This design comes from an exercise in tuning for small area and a short achievable clock period on the open sky130 flow, not from production work. Power figures rest on the tool's default switching activity, not on a simulated workload.

JK:
==> flow/design.v <==
`timescale 1ns / 100ps
`timescale 1ns / 100ps
`timescale 1ns / 100ps
`timescale 1ns / 100ps
`timescale 1ns / 100ps
`timescale 1ns / 100ps
`timescale 1ns / 100ps
`timescale 1ns / 100ps
`timescale 1ns / 100ps
`timescale 1ns / 100ps
`timescale 1ns / 100ps
`timescale 1ns / 100ps
module M216A_TopModule(
    input           clk_i,
    input           rst_i,
    input  [4 : 0]  width_i,
    input  [4 : 0]  height_i,
    output [7 : 0]  index_x_o,
    output [7 : 0]  index_y_o,
    output [3 : 0]  strike_o
);
    reg  [1:0] ph;
    reg  [1:0] warm;           
    reg        clr;            
    reg        live_q;         
    reg  [3:0] h_q;            
    reg  [4:0] w_q;
    reg  [6:0] a_q, b_q, c_q;
    reg        pb_q;
    reg  [6:0] m01_q;
    reg        pc_q;
    reg  [7:0] sum_q;
    reg        strike_q;
    reg  [3:0] id_q;
    reg  [6:0] x_q;
    reg  [6:0] y_q;
    reg        s_q;
    reg  [3:0] cnt_q;
    wire [6:0] occ [1:13];
    wire nrst   = ~rst_i;
    wire ph0    = (ph == 2'd0);
    wire live_d = nrst & (ph == 2'd3) & warm[1];
    wire k4  = (h_q == 4'd4);
    wire k5  = (h_q == 4'd5);
    wire k6  = (h_q == 4'd6);
    wire k7  = (h_q == 4'd7);
    wire k8  = (h_q == 4'd8);
    wire k9  = (h_q == 4'd9);
    wire k10 = (h_q == 4'd10);
    wire k11 = (h_q == 4'd11);
    wire k12 = (h_q == 4'd12);
    wire k13 = ~(k4 | k5 | k6 | k7 | k8 | k9 | k10 | k11 | k12);
    wire [12:0] sel0 = {k13, 1'b0, 1'b0, k4, k12, k5, k11, k6, k10, k7, k9, 1'b0, k8};
    wire [12:0] sel1 = {1'b0, k13, 1'b0, 1'b0, k11, k4, k10, k5, k9, k6, 1'b0, k8, k7};
    wire [12:0] sel2 = {1'b0, 1'b0, k13, 1'b0, 1'b0, 1'b0, 1'b0, 1'b0, 1'b0, 1'b0, k8, k7, 1'b0};
    wire has1 = ~k12;
    wire has2 = k7 | k8 | k13;
    wire [3:0] id0 = ({4{k4}}  & 4'd10) | ({4{k5}}  & 4'd8) | ({4{k6}}  & 4'd6) |
                     ({4{k7}}  & 4'd4)  | ({4{k8}}  & 4'd1) | ({4{k9}}  & 4'd3) |
                     ({4{k10}} & 4'd5)  | ({4{k11}} & 4'd7) | ({4{k12}} & 4'd9) |
                     ({4{k13}} & 4'd13);
    wire [3:0] id1 = ({4{k4}}  & 4'd8)  | ({4{k5}}  & 4'd6) | ({4{k6}}  & 4'd4) |
                     ({4{k7}}  & 4'd1)  | ({4{k8}}  & 4'd2) | ({4{k9}}  & 4'd5) |
                     ({4{k10}} & 4'd7)  | ({4{k11}} & 4'd9) | ({4{k13}} & 4'd12);
    wire [3:0] id2 = ({4{k7}}  & 4'd2)  | ({4{k8}}  & 4'd3) | ({4{k13}} & 4'd11);
    function [6:0] ystart;
        input [3:0] id;
        begin
            ystart = ({7{id == 4'd2}}  & 7'd8)  | ({7{id == 4'd3}}  & 7'd16) |
                     ({7{id == 4'd4}}  & 7'd25) | ({7{id == 4'd5}}  & 7'd32) |
                     ({7{id == 4'd6}}  & 7'd42) | ({7{id == 4'd7}}  & 7'd48) |
                     ({7{id == 4'd8}}  & 7'd59) | ({7{id == 4'd9}}  & 7'd64) |
                     ({7{id == 4'd10}} & 7'd76) | ({7{id == 4'd11}} & 7'd80) |
                     ({7{id == 4'd12}} & 7'd96) | ({7{id == 4'd13}} & 7'd112);
        end
    endfunction
    reg  [6:0] rd0, rd1, rd2;
    integer i;
    always @(*) begin
        rd0 = 7'd0;
        rd1 = 7'd0;
        rd2 = 7'd0;
        for (i = 1; i <= 13; i = i + 1) begin
            rd0 = rd0 | (occ[i] & {7{sel0[i-1]}});
            rd1 = rd1 | (occ[i] & {7{sel1[i-1]}});
            rd2 = rd2 | (occ[i] & {7{sel2[i-1]}});
        end
    end
    function lt7;
        input [6:0] a;
        input [6:0] b;
        integer k;
        reg r;
        begin
            r = 1'b0;
            for (k = 0; k < 7; k = k + 1)
                r = (~a[k] & b[k]) | ((~a[k] | b[k]) & r);
            lt7 = r;
        end
    endfunction
    function [8:0] addw;
        input [6:0] a;
        input [4:0] w;
        reg [7:0] s;
        begin
            s = {1'b0, a} + {3'b000, w};
            addw = {s[7] & (s[6:0] != 7'd0), s};
        end
    endfunction
    wire pb_d = has1 & lt7(b_q, a_q);
    wire pc_d = has2 & lt7(c_q, m01_q);
    wire [8:0] sc = addw(c_q, w_q);
    wire [8:0] sm = addw(m01_q, w_q);
    wire strike = strike_q;
    wire [6:0] nocc_r = (sum_q[6:0] | {7{sum_q[7]}}) & {7{~clr}};
    wire [6:0] mn = pc_q ? c_q : m01_q;
    wire ld_out = rst_i | live_q;
    wire keep   = nrst & ~strike;
    always @(posedge clk_i) begin
        a_q <= rd0;
        b_q <= rd1;
        c_q <= rd2;
        pb_q <= pb_d;
        m01_q <= pb_d ? b_q : a_q;
        pc_q <= pc_d;
        sum_q <= pc_d ? sc[7:0] : sm[7:0];
        strike_q <= pc_d ? sc[8] : sm[8];
        id_q <= pc_d ? id2 : pb_q ? id1 : id0;
        live_q <= live_d;
        ph <= (ph + 2'd1) & {2{nrst}};
        if (rst_i | (ph0 & ~warm[1]))
            warm <= (warm + 2'd1) & {2{nrst}};
        clr <= rst_i | ~warm[1];
        if (ld_out) begin
            x_q <= mn & {7{keep}};
            y_q <= ystart(id_q) & {7{keep}};
            s_q <= strike & nrst;
        end
        if (rst_i | (live_q & strike))
            cnt_q <= (cnt_q + 4'd1) & {4{nrst}};
        if (ph0) begin
            h_q <= height_i[3:0];
            w_q <= width_i;
        end
    end
    genvar g;
    generate
        for (g = 1; g <= 13; g = g + 1) begin : strip
            reg [6:0] v;
            always @(posedge clk_i)
                if (clr | (live_q & ~strike & (id_q == g)))
                    v <= nocc_r;
            assign occ[g] = v;
        end
    endgenerate
    assign index_x_o = {s_q, x_q};
    assign index_y_o = {s_q, y_q};
    assign strike_o  = cnt_q;
endmodule
==> flow/config.mk <==
export PLATFORM = sky130hd
export DESIGN_NAME = M216A_TopModule
export DESIGN_NICKNAME = M216A_TopModule
export VERILOG_FILES = /design/flow/design.v
export SDC_FILE = /design/flow/constraint.sdc
export NUM_CORES = 4
export LEC_CHECK = 0
export ABC_AREA = 1
export CAP_MARGIN = 20
export CORE_MARGIN = 2
export CORE_UTILIZATION = 40
export CTS_BUF_LIST = sky130_fd_sc_hd__clkbuf_4 sky130_fd_sc_hd__clkbuf_8
export CTS_CLUSTER_SIZE = 30
export SETUP_SLACK_MARGIN = 1.7
export SLEW_MARGIN = 20
export TNS_END_PERCENT = 0
==> flow/constraint.sdc <==
create_clock -name core_clock -period 3.3 [get_ports {clk_i}]
set_input_delay 0.6600 -clock core_clock [delete_from_list [all_inputs] [get_ports {clk_i}]]
set_output_delay 0.6600 -clock core_clock [all_outputs]
set_load 0.01 [all_outputs]
standard.sh (not shown) runs the stock make flow with config.mk's settings and CLKGATE_MAP_FILE= SYNTH_SCRIPT=/design/flow/synth_recipe.tcl, a recipe that flattens the netlist after the stock synthesis.
==> flow/flow/run.sh <==
#!/bin/bash
# Standard ORFS layout with three changes: sizing may change a cell's footprint,
# the port buffers are buf_2 cells, and CTS adds no dummy loads.
set -euo pipefail
bash standard.sh synth > synth.log 2>&1
bash standard.sh MATCH_CELL_FOOTPRINT=0 \
  "BUFFER_PORTS_ARGS=-buffer_cell sky130_fd_sc_hd__buf_2" \
  "CTS_ARGS=-sink_clustering_enable -repair_clock_nets -dont_use_dummy_load -sink_clustering_size 30 -buf_list {sky130_fd_sc_hd__clkbuf_4 sky130_fd_sc_hd__clkbuf_8}" \
  finish > layout.log 2>&1
Relative to JK, the following input files were edited for MS:
--- a/flow/design.v
+++ b/flow/design.v
@@ -21,11 +21,11 @@
 );
     reg  [1:0] ph;
     reg  [1:0] warm;           
     reg        clr;            
     reg        live_q;         
-    reg  [3:0] h_q;            
+    reg  [9:0] k_q;            
     reg  [4:0] w_q;
     reg  [6:0] a_q, b_q, c_q;
     reg        pb_q;
     reg  [6:0] m01_q;
     reg        pc_q;
@@ -38,20 +38,32 @@
     reg  [3:0] cnt_q;
     wire [6:0] occ [1:13];
     wire nrst   = ~rst_i;
     wire ph0    = (ph == 2'd0);
     wire live_d = nrst & (ph == 2'd3) & warm[1];
-    wire k4  = (h_q == 4'd4);
-    wire k5  = (h_q == 4'd5);
-    wire k6  = (h_q == 4'd6);
-    wire k7  = (h_q == 4'd7);
-    wire k8  = (h_q == 4'd8);
-    wire k9  = (h_q == 4'd9);
-    wire k10 = (h_q == 4'd10);
-    wire k11 = (h_q == 4'd11);
-    wire k12 = (h_q == 4'd12);
-    wire k13 = ~(k4 | k5 | k6 | k7 | k8 | k9 | k10 | k11 | k12);
+    wire [3:0] hi = height_i[3:0];
+    wire [9:0] k_d;
+    assign k_d[0] = (hi == 4'd4);
+    assign k_d[1] = (hi == 4'd5);
+    assign k_d[2] = (hi == 4'd6);
+    assign k_d[3] = (hi == 4'd7);
+    assign k_d[4] = (hi == 4'd8);
+    assign k_d[5] = (hi == 4'd9);
+    assign k_d[6] = (hi == 4'd10);
+    assign k_d[7] = (hi == 4'd11);
+    assign k_d[8] = (hi == 4'd12);
+    assign k_d[9] = ~|k_d[8:0];
+    wire k4  = k_q[0];
+    wire k5  = k_q[1];
+    wire k6  = k_q[2];
+    wire k7  = k_q[3];
+    wire k8  = k_q[4];
+    wire k9  = k_q[5];
+    wire k10 = k_q[6];
+    wire k11 = k_q[7];
+    wire k12 = k_q[8];
+    wire k13 = k_q[9];
     wire [12:0] sel0 = {k13, 1'b0, 1'b0, k4, k12, k5, k11, k6, k10, k7, k9, 1'b0, k8};
     wire [12:0] sel1 = {1'b0, k13, 1'b0, 1'b0, k11, k4, k10, k5, k9, k6, 1'b0, k8, k7};
     wire [12:0] sel2 = {1'b0, 1'b0, k13, 1'b0, 1'b0, 1'b0, 1'b0, 1'b0, 1'b0, 1'b0, k8, k7, 1'b0};
     wire has1 = ~k12;
     wire has2 = k7 | k8 | k13;
@@ -137,11 +149,11 @@
             s_q <= strike & nrst;
         end
         if (rst_i | (live_q & strike))
             cnt_q <= (cnt_q + 4'd1) & {4{nrst}};
         if (ph0) begin
-            h_q <= height_i[3:0];
+            k_q <= k_d;
             w_q <= width_i;
         end
     end
     genvar g;
     generate
### Flow results
MS completed end to end with timing, DRC and antenna clean.
Fill cell instance count of the final layout on MS is down relative to JK.
Compared with JK, in MS via count grew by about 0.7%; register-to-register slack moved up.
Taking JK over MS, the power density over cell area ratio works out to 0.865.
Cell area after layout of JK is on par with MS.
Relative to JK, MS degrades power.
[compare] base=JK new=MS: worst hold slack shows a reduction of 0.015 ns, post-synthesis share of cell area spent on xor and xnor gates shows no meaningful change, synthesized-area fraction occupied by adder cells shows no meaningful change.
The switching power summed over all nets in MS was higher than what JK gave.
Relative contribution of the clock network to total power, JK and MS: larger value in JK
The basic-gate share of the synthesized area counting and, or, nand and nor cells in MS was higher than what JK gave.
No functional check of the RTL was part of any run of this note.

==> what the ideal ports hide <==
The results above use ideal ports. As a check the final layouts listed here were re-extracted and re-timed, cells and wires unchanged.
Step 1 sets driving cells, clkbuf_16 on the clock port and buf_2 on the other inputs (assumed; they add their load-dependent delay and slew).
Step 2 adds t to the input delays and takes it off the output delays; t is the mean of the earliest and latest rising clock arrival at the registers after step 1. Input paths then give back, and output paths get back, about the clock's delay inside the block.
a / b / c = no drivers / after step 1 / after step 2; a / b = the first two.
run | t (ns) | setup slack, ns | worst setup path after step 2 | clock arrival spread, ns | worst register clock-pin slew, ns
JK | 0.479 | 1.392 / 1.392 / 1.343 | input to register | 0.032 / 0.032 | 0.09 / 0.09
MS | 0.480 | 1.532 / 1.532 / 1.503 | input to register | 0.042 / 0.043 | 0.10 / 0.10
After both steps setup and hold are still met in every run listed. The setup slack of JK, which loses most, moves by 0.000 ns with the drivers and by -0.049 ns with both steps.
